This design comes from an exercise in tuning for small area, a short achievable clock period and few clock cycles per item on the open sky130 flow, not from production work.
RTL that was checked went through simulation tests only; none was proved equivalent to the original.
Power figures rest on the tool's default switching activity, not on a simulated workload.

Design cordic_multiply, start of the top module:
module cordic_multiply #(
    parameter WL = 16,
    parameter FL = 14,
    parameter N_ITER = 15
)(
    input  wire                 clk,
    input  wire                 rst_n,
    input  wire                 start,
    input  wire signed [WL-1:0] in1,
    input  wire signed [WL-1:0] in2,
    output wire signed [WL-1:0] out,
    output reg                  done
);
==> flow/config.mk <==
export PLATFORM = sky130hd
export DESIGN_NAME = cordic_multiply
export DESIGN_NICKNAME = cordic_multiply
export VERILOG_FILES = /design/flow/design.v
export SDC_FILE = /design/flow/constraint.sdc
export NUM_CORES = 4
export LEC_CHECK = 0
export ABC_CLOCK_PERIOD_IN_PS = 1500
export CAP_MARGIN = 20
export CORE_MARGIN = 2
export CORE_UTILIZATION = 40
export CTS_BUF_LIST = sky130_fd_sc_hd__clkbuf_4
export PLACE_DENSITY = 0.75
export SETUP_SLACK_MARGIN = 2.9
export SLEW_MARGIN = 20
export SYNTH_HIERARCHICAL = 1
export SYNTH_MINIMUM_KEEP_SIZE = 0
==> flow/constraint.sdc <==
create_clock -name core_clock -period 7.0 [get_ports {clk}]
set_input_delay 1.4000 -clock core_clock [delete_from_list [all_inputs] [get_ports {clk}]]
set_output_delay 1.4000 -clock core_clock [all_outputs]
set_load 0.01 [all_outputs]
standard.sh (not shown) runs the stock make flow with config.mk's settings and CLKGATE_MAP_FILE= SYNTH_SCRIPT=/design/flow/synth_recipe.tcl, a recipe that flattens the netlist after the stock synthesis.
==> flow/flow/run.sh <==
#!/bin/bash
# Layout flow: the standard flow (standard.sh, unchanged synthesis and
# steps), except that the port buffers are the platform's smallest buffer
# (buf_1) instead of the default pick; repair_design still resizes them where
# a load needs it.  The full output goes to standard.log in this folder.
set -euo pipefail
export BUFFER_PORTS_ARGS="-buffer_cell sky130_fd_sc_hd__buf_1"
bash standard.sh > standard.log 2>&1
Testbench counts at the start, summed over its fixed seeds: cycles 1,608, items 1,600.
Change:
ABC_CLOCK_PERIOD_IN_PS = not set   (was 1500)
CORE_UTILIZATION = 50   (was 40)
PLACE_DENSITY = not set   (was 0.75)
The changed run went through all stages and came out clean. First-iteration DRC count falls by about 37%. Cell count falls by 5.5%. Global-route usage increases by 6.6 points. Worst hold slack gets better by 6.2 ps. Core utilization goes up by 13 points. Synthesized cell count is unchanged. Routed wire length came out higher by 3.9%.
Change:
CORE_UTILIZATION = 40   (was 50)
SETUP_SLACK_MARGIN = 3.2   (was 2.9)
Total power rose by about a fifth. Wire length rose by a few percent. Fmax rose slightly. Sequential power stays flat. Global-route usage fell by 4.9 points. Clock-buffer cell count rose by 1. Worst setup slack improved by 64 ps.
Change:
SETUP_SLACK_MARGIN = 2.8   (was 3.2)
Outcome: Total power drops by about 15%. Cell area came out lower by about 8%. Wire length decreases by about 4%.
Change:
PLACE_DENSITY = 0.75   (was not set)
Final area rose by 0.38%.
Area after synthesis does not change.
Maximum frequency went down by 0.30%.

========
## v48
Another version of the RTL of cordic_multiply (not shown whole).
For scale: roughly 450 cells after synthesis, roughly 4600 sq um of cells after synthesis.
export LEC_CHECK = 0
export CAP_MARGIN = 20
export CORE_MARGIN = 2
export CORE_UTILIZATION = 40
export CTS_BUF_LIST = sky130_fd_sc_hd__clkbuf_4
export SLEW_MARGIN = 20
export SYNTH_HIERARCHICAL = 1
export SYNTH_MINIMUM_KEEP_SIZE = 0
create_clock -name core_clock -period 7.0 [get_ports {clk}]
==> flow/flow/run.sh <==
#!/bin/bash
# Layout flow: the standard flow (standard.sh, unchanged synthesis and
# steps), except that the port buffers are the platform's smallest buffer
# (buf_1) instead of the default pick; repair_design still resizes them where
# a load needs it.  The full output goes to standard.log in this folder.
set -euo pipefail
export BUFFER_PORTS_ARGS="-buffer_cell sky130_fd_sc_hd__buf_2"
bash standard.sh > standard.log 2>&1
Input-level comparison between v4 and v48:
Settings: SETUP_SLACK_MARGIN: unset -> 3.0.
--- a/flow/flow/run.sh
+++ b/flow/flow/run.sh
@@ -5,4 +5,4 @@
 # a load needs it.  The full output goes to standard.log in this folder.
 set -euo pipefail
-export BUFFER_PORTS_ARGS="-buffer_cell sky130_fd_sc_hd__buf_2"
+export BUFFER_PORTS_ARGS="-buffer_cell sky130_fd_sc_hd__buf_1"
 bash standard.sh > standard.log 2>&1
Results
No stage failed in v4, and the final checks on the layout all came back clean.
Compared v4 vs v48, and proportion of cell area occupied by registers is down in v4.
Relative to v48, number of nets in the final layout increased by 18 in v4.
Going from v48 to v4, the global-route usage over all layers was found to have gone up by 0.26 points.
Going from v48 to v4, count of fill cells added during filler insertion -1.7%, minimum setup slack in the final design +0.37 ns, met2 track utilization from global routing went up by 1.0 points, wire length per cell after detailed routing fell by about 1%.
Max routed via count divided by cell count across v48 and v4: v48
Total power: v48 and v4 compared, lower one is v48
The following lists how v28 was set up differently from v4:
Settings: CORE_UTILIZATION: 40 -> 65; SETUP_SLACK_MARGIN: 3.0 -> unset.
Results
Relative to v4, synthesis-to-layout area growth decreased by 13 points in v28.
Wire length on met2 in v28 is 600 microns below v4.
On cell area after placement, the higher figure sits with v4, not v28.
Total of plain and repair buffers excluding clock buffers in v28 is about 26% below v4.
Final standard cell utilization of the core came out higher on v28 than on v4.
Delta (v28 minus v4): critical path depth now smaller, number of rows created at floorplan fell 9, final critical path time including I/O delays and setup climbed 0.71 ns, power went down 7.8%.
#### Input delta (v29 over v28)
Settings: SETUP_SLACK_MARGIN now 4.0, previously not set; CORE_UTILIZATION now 40, was 65.
Notes after the runs:
Diff v28 -> v29: met1 track demand over resource in global routing shrank by 12 points, area added between synthesis and finish now sits higher. On area of all placed cells without fillers, v29 does worse than v28. Relative to v28, final worst slack has gone up in v29. v29 ends up with a mean number of vias per cell that is 0.43 lower than in v28. Looking at combinational logic power across v28 and v29, the one that comes out lower is v28. Final critical-path required period: higher on v28. Looking at total power, v29 sits 24% higher than v28 does.
No functional check of the RTL was part of any run of this note.

========
== build 61 ==
RTL: one of the versions met above, not the one the previous note started from.
Size: about 36 flip-flops.
Settings: LEC_CHECK=0, CAP_MARGIN=20, CORE_MARGIN=2, CORE_UTILIZATION=40, CTS_BUF_LIST=sky130_fd_sc_hd__clkbuf_4, SETUP_SLACK_MARGIN=3.0, SLEW_MARGIN=20, SYNTH_HIERARCHICAL=1, SYNTH_MINIMUM_KEEP_SIZE=0; clock period 7.0 ns.
==> flow/flow/run.sh <==
#!/bin/bash
# Layout flow: the standard flow (standard.sh, unchanged synthesis and
# steps), except that the port buffers are the platform's smallest buffer
# (buf_1) instead of the default pick; repair_design still resizes them where
# a load needs it.  The full output goes to standard.log in this folder.
set -euo pipefail
export BUFFER_PORTS_ARGS="-buffer_cell sky130_fd_sc_hd__buf_1"
bash standard.sh > standard.log 2>&1
Testbench counts of build 61, summed over its fixed seeds: cycles 1,608, items 1,600.
Modified inputs, build 52 compared to build 61
-- flow/config.mk --
<<< build 61, line 9
export CORE_MARGIN = 2
export CORE_UTILIZATION = 40
export CTS_BUF_LIST = sky130_fd_sc_hd__clkbuf_4
export SETUP_SLACK_MARGIN = 3.0
export SLEW_MARGIN = 20
>>> build 52, line 9
export CORE_MARGIN = 2
export CORE_UTILIZATION = 50
export CTS_BUF_LIST = sky130_fd_sc_hd__clkbuf_4
export PLACE_DENSITY = 0.75
export SETUP_SLACK_MARGIN = 2.9
export SLEW_MARGIN = 20
==> comparison <==
The number of DRC markers in iteration 0 of build 52 was inferior to that of build 61. Switching power summed over all nets shrinks by a few percent when moving from build 61 to build 52. Against build 61 as the reference, build 52 delivers a higher utilization. [build 52 vs build 61] fraction of power spent switching nets: higher in build 52. Build 52 vs build 61 on worst hold margin: build 52 is the lower one.
--- input diff build 52..build 47 ---
-- flow/config.mk --
<<< build 52, line 9
export CORE_MARGIN = 2
export CORE_UTILIZATION = 50
export CTS_BUF_LIST = sky130_fd_sc_hd__clkbuf_4
export PLACE_DENSITY = 0.75
export SETUP_SLACK_MARGIN = 2.9
export SLEW_MARGIN = 20
>>> build 47, line 9
export CORE_MARGIN = 2
export CORE_UTILIZATION = 40
export CTS_BUF_LIST = sky130_fd_sc_hd__clkbuf_4
export SETUP_SLACK_MARGIN = 2.5
export SLEW_MARGIN = 20
==> notes.md <==
Ratio of total power to cell area (lower): build 47
Per the comparison of build 47 with build 52, non-clock buffer count went up by 2.0%, average wire per cell in the routed design moved down, number of antenna violations at the first check in global routing was more or less identical, area added between synthesis and finish decreased by 0.54 points relative to the old numbers.
Build 47: full flow OK, the timing, design-rule and antenna checks passed
Compared with build 52, in build 47 share of power burned in the clock network increased by 1.7 points relative to the old numbers; transition time of the tightest slew-check pin up 0.39 ns.
Slack of the critical path: build 47 < build 52
Placement-stage cell area: lower on build 52

========
cordic_multiply again, from the RTL that the note above started with.
==> flow/design.v (excerpt) <==
module cordic_multiply #(
    parameter WL = 16,
    parameter FL = 14,
    parameter N_ITER = 15
)(
    input  wire                 clk,
    input  wire                 rst_n,
    input  wire                 start,
    input  wire signed [WL-1:0] in1,
    input  wire signed [WL-1:0] in2,
    output wire signed [WL-1:0] out,
    output reg                  done
);
export LEC_CHECK = 0
export CAP_MARGIN = 0
export CORE_MARGIN = 2
export CORE_UTILIZATION = 40
export CTS_BUF_LIST = sky130_fd_sc_hd__clkbuf_4
export SETUP_SLACK_MARGIN = 2.9
export SLEW_MARGIN = 0
export SYNTH_HIERARCHICAL = 1
export SYNTH_MINIMUM_KEEP_SIZE = 0
create_clock -name core_clock -period 7.0 [get_ports {clk}]
Scripts as last shown in full above: flow/flow/run.sh
The first run finished with timing, DRC and antenna clean.
Testbench counts at the start, summed over its fixed seeds: cycles 1,608, items 1,600.
Change:
Settings changed: CAP_MARGIN 0 to 20, SETUP_SLACK_MARGIN 2.9 to 3.1, SLEW_MARGIN 0 to 20.
Outcome:
- clock-buffer cell count does not change
- combinational power rises by roughly a tenth
- worst setup slack gains 0.065 ns
- sequential share of layout area falls by 0.48 points
Change:
Settings changed: SETUP_SLACK_MARGIN 3.1 to 3.3.
Result:
- sequential share of layout area is lower by 0.63 points
- combinational power goes up by roughly a tenth
- sequential power hardly moves
- synthesized area stays the same
- cell area goes up by a few percent
- non-clock buffer count rose by 7
- global-route usage grows by 0.20 points
- power is higher by a little under a tenth
- via count stays flat
- die area does not change
Change:
Settings changed: CTS_BUF_LIST sky130_fd_sc_hd__clkbuf_4 to sky130_fd_sc_hd__clkbuf_8, SETUP_SLACK_MARGIN 3.3 to 2.9.
Effect:
- The new run went through all stages and came out clean
- combinational power went down by 22%
- final area went down by 8.1%
- setup slack is worse by 0.062 ns
- wire length went down by 1.6%
- cell count went down by 2.7%
- power went down by 16%
Change:
Settings changed: CTS_BUF_LIST sky130_fd_sc_hd__clkbuf_8 to sky130_fd_sc_hd__clkbuf_4, SETUP_SLACK_MARGIN 2.9 to 3.5.
Global-route usage rises by 1.4 points.
Total power rises by 30%.
Setup slack improves by 0.11 ns.
Cell area rises by about 14%.
Die area does not change.
First-iteration DRC count rises by about 13%.
Sequential share of layout area falls by 1.6 points.
Via count rises by 4.8%.
Wire length rises by 7.9%.
Non-clock buffer count rises by 25.

========
v44:
Starting RTL as in the previous note.
export LEC_CHECK = 0
export CAP_MARGIN = 20
export CORE_MARGIN = 2
export CORE_UTILIZATION = 40
export CTS_BUF_LIST = sky130_fd_sc_hd__clkbuf_4
export PLACE_DENSITY = 0.75
export SETUP_SLACK_MARGIN = 3.0
export SLEW_MARGIN = 20
export SYNTH_HIERARCHICAL = 1
export SYNTH_MINIMUM_KEEP_SIZE = 0
create_clock -name core_clock -period 7.0 [get_ports {clk}]
Scripts as last shown in full above: flow/flow/run.sh
Testbench counts of v44, summed over its fixed seeds: cycles 1,608, items 1,600.
Edits applied to the flow inputs when going from v44 to v19:
-- flow/config.mk --
<<< v44, line 12
export PLACE_DENSITY = 0.75
export SETUP_SLACK_MARGIN = 3.0
export SLEW_MARGIN = 20
>>> v19, line 12
export PLACE_DENSITY = 0.75
export SETUP_SLACK_MARGIN = 2.9
export SLEW_MARGIN = 20
==> notes.md <==
- v19 reached the final stage; the timing, design-rule and antenna checks on its layout passed.
- v19 — sum of met2 wire segment lengths after detailed routing about 7% lower, v44 as reference
- On overall routed net length: between v44 and v19, it ends up lower for v19.
- v19 against v44: cell area now smaller, worst setup slack dropped 0.040 ns, ratio of final minimum period to clock period increased 0.57 points, first-iteration DRC count decreased 38%.
- Placer's final routability congestion estimate (higher): v44
- Number of vias per cell went down by a few percent going from v44 to v19.
- Against v44 as the reference, v19 delivers a lower share of final layout cell area taken by clock buffers and inverters.
Changes in v5 relative to v19:
-- flow/config.mk --
<<< v19, line 11
export CTS_BUF_LIST = sky130_fd_sc_hd__clkbuf_4
export PLACE_DENSITY = 0.75
export SETUP_SLACK_MARGIN = 2.9
export SLEW_MARGIN = 20
>>> v5, line 11
export CTS_BUF_LIST = sky130_fd_sc_hd__clkbuf_4
export SETUP_SLACK_MARGIN = 2.85
export SLEW_MARGIN = 20
--- outcome ---
Delta(critical path data arrival time, v5 - v19) > 0. Part of the power in the clock network ended up 1.6 points higher on v5 than on v19. Max cell area after layout across v19 and v5: v5. Looking only at final critical delay including setup and external delays, and setting everything else aside, the lower value of v19 and v5 goes to v19. Sort v19 and v5 by met3 routing resource usage after global routing, ascending, and v19 comes first. v5 against v19: utilization went up 0.25 points, peak clock frequency supported by timing has decreased. The global-route total usage across every layer reported for v5 is greater than that of v19 by 0.85 points.
Here is what was changed in the inputs of v50 compared with v5.
-- flow/config.mk --
<<< v5, line 7
export LEC_CHECK = 0
export CAP_MARGIN = 20
>>> v50, line 7
export LEC_CHECK = 0
export ABC_CLOCK_PERIOD_IN_PS = 3000
export CAP_MARGIN = 20
<<< v5, line 11
export CTS_BUF_LIST = sky130_fd_sc_hd__clkbuf_4
export SETUP_SLACK_MARGIN = 2.85
export SLEW_MARGIN = 20
>>> v50, line 12
export CTS_BUF_LIST = sky130_fd_sc_hd__clkbuf_4
export PLACE_DENSITY = 0.75
export SETUP_SLACK_MARGIN = 2.9
export SLEW_MARGIN = 20
Taking v5 as the reference, in v50 cell area now sits lower; quantity of gates resized following cts now sits higher; total die area now sits at about the same level.
v50: clock network fraction of design power is 1.6 points lower than what v5 reported.
v5 -> v50: sum of routed wire segments on met1 decreased by a little under 10%
Total routing resource utilization after global routing is higher on v5
Diff v5 -> v50 | final cell utilization of the core | decrease of 0.25 points
Delta (v50 minus v5): power density over the cells decreased 14 nW/µm²; total met3 wirelength after detailed routing moved down; power shrank by about 3.4%; data arrival time of the critical path down 0.06 ns.
Edits applied to the flow inputs when going from v50 to v11:
-- flow/config.mk --
<<< v50, line 7
export LEC_CHECK = 0
export ABC_CLOCK_PERIOD_IN_PS = 3000
export CAP_MARGIN = 20
>>> v11, line 7
export LEC_CHECK = 0
export CAP_MARGIN = 20
<<< v50, line 12
export CTS_BUF_LIST = sky130_fd_sc_hd__clkbuf_4
export PLACE_DENSITY = 0.75
export SETUP_SLACK_MARGIN = 2.9
>>> v11, line 11
export CTS_BUF_LIST = sky130_fd_sc_hd__clkbuf_4
export PLACE_DENSITY = 0.65
export SETUP_SLACK_MARGIN = 2.9
[summary]
Against v50, the final cell area of v11 is higher.
In the metrics for v11 and v50, the one carrying the lower total power is v50.
Cmp v11 vs v50: part of the power in the clock network higher in v11
| number of ordinary inverters in the final layout | v11 vs v50 | ≈ equal |
v11 and v50 ended up with nearly the same placer congestion estimate.
Compared with v50, v11 shows worst-case setup margin in the final layout lower by 0.016 ns.

========
cordic_multiply, a different RTL version from the one above (not shown whole).
Size in the first run: ~420 cells after synthesis, about 30 flip-flops, about 52 I/O pins, roughly 4500 um^2 of cells after synthesis.
==> flow/config.mk <==
export PLATFORM = sky130hd
export DESIGN_NAME = cordic_multiply
export DESIGN_NICKNAME = cordic_multiply
export VERILOG_FILES = /design/flow/design.v
export SDC_FILE = /design/flow/constraint.sdc
export NUM_CORES = 4
export LEC_CHECK = 0
export CAP_MARGIN = 20
export CORE_MARGIN = 2
export CORE_UTILIZATION = 40
export CTS_BUF_LIST = sky130_fd_sc_hd__clkbuf_4
export SETUP_SLACK_MARGIN = 2.5
export SLEW_MARGIN = 20
export SYNTH_HIERARCHICAL = 1
export SYNTH_MINIMUM_KEEP_SIZE = 0
==> flow/constraint.sdc <==
create_clock -name core_clock -period 7.0 [get_ports {clk}]
set_input_delay 1.4000 -clock core_clock [delete_from_list [all_inputs] [get_ports {clk}]]
set_output_delay 1.4000 -clock core_clock [all_outputs]
set_load 0.01 [all_outputs]
Scripts as last shown in full above: flow/flow/run.sh
Testbench counts at the start, summed over its fixed seeds: cycles 1,608, items 1,600.
Change:
Settings changed: PLACE_DENSITY from default to 0.75, SETUP_SLACK_MARGIN 2.5 to 2.9.
The changed run completed without violations.
Via count increases by a few percent.
Global-route usage increases by 0.12 points.
Fmax increases by a few percent.
Combinational power increases by a few percent.

[re-timing with driven ports]
No port has a modelled driver above. Below, the same layouts with a new extraction and two added sets of constraints.
Step 1 assumes that a clkbuf_16 drives the clock port and a buf_2 every other input.
Step 2 also shifts input and output timing later by t, the mid clock arrival at the registers, as if the neighbouring blocks saw the same clock.
Three values: ideal, step 1, step 2; two values: the first two.
| run | t (ns) | slack for setup (ns) | latest minus earliest clock arrival (ns) | pins driven straight from the clock port |
|---|---|---|---|---|
| the first run of note 1 | 0.338 | 2.968 / 2.966 / 2.628 | 0.012 / 0.012 | 1 |
| the second run of note 1 | 0.347 | 2.978 / 2.981 / 2.634 | 0.009 / 0.008 | 1 |
| the third run of note 1 | 0.351 | 3.042 / 3.015 / 2.858 | 0.016 / 0.016 | 1 |
| the fourth run of note 1 | 0.344 | 2.839 / 2.837 / 2.493 | 0.014 / 0.014 | 1 |
| the fifth run of note 1 | 0.341 | 2.826 / 2.826 / 2.485 | 0.007 / 0.007 | 1 |
| v48 | 0.352 | 2.446 / 2.413 / 2.061 | 0.004 / 0.004 | 1 |
| v4 | 0.333 | 2.820 / 2.771 / 2.438 | 0.008 / 0.007 | 1 |
| v28 | 0.338 | 2.109 / 2.110 / 1.772 | 0.017 / 0.017 | 1 |
| v29 | 0.333 | 2.808 / 2.744 / 2.411 | 0.003 / 0.003 | 1 |
| build 61 | 0.348 | 2.974 / 2.948 / 2.686 | 0.009 / 0.009 | 1 |
| build 52 | 0.351 | 2.921 / 2.927 / 2.576 | 0.011 / 0.010 | 1 |
| build 47 | 0.355 | 2.602 / 2.603 / 2.248 | 0.009 / 0.008 | 1 |
| the first run of note 4 | 0.352 | 3.008 / 2.991 / 2.659 | 0.016 / 0.017 | 1 |
| the second run of note 4 | 0.350 | 3.073 / 3.047 / 2.784 | 0.012 / 0.012 | 1 |
| the third run of note 4 | 0.358 | 3.024 / 2.997 / 2.895 | 0.011 / 0.011 | 1 |
| the fourth run of note 4 | 0.306 | 2.962 / 2.933 / 2.680 | 0.007 / 0.007 | 1 |
| the fifth run of note 4 | 0.344 | 3.075 / 3.051 / 2.833 | 0.016 / 0.016 | 1 |
| v44 | 0.353 | 3.008 / 2.984 / 2.701 | 0.013 / 0.014 | 1 |
| v19 | 0.338 | 2.968 / 2.966 / 2.628 | 0.012 / 0.012 | 1 |
| v5 | 0.344 | 2.924 / 2.924 / 2.580 | 0.016 / 0.016 | 1 |
| v50 | 0.338 | 2.968 / 2.966 / 2.628 | 0.012 / 0.012 | 1 |
| v11 | 0.364 | 2.952 / 2.953 / 2.589 | 0.007 / 0.008 | 1 |
| the first run of note 6 | 0.331 | 2.592 / 2.593 / 2.262 | 0.008 / 0.007 | 1 |
| the second run of note 6 | 0.329 | 2.861 / 2.828 / 2.499 | 0.006 / 0.005 | 1 |
After both steps setup and hold are still met in every run listed. For v29, which loses most, drivers alone change the setup slack by -0.064 ns; drivers and shift together by -0.397 ns.
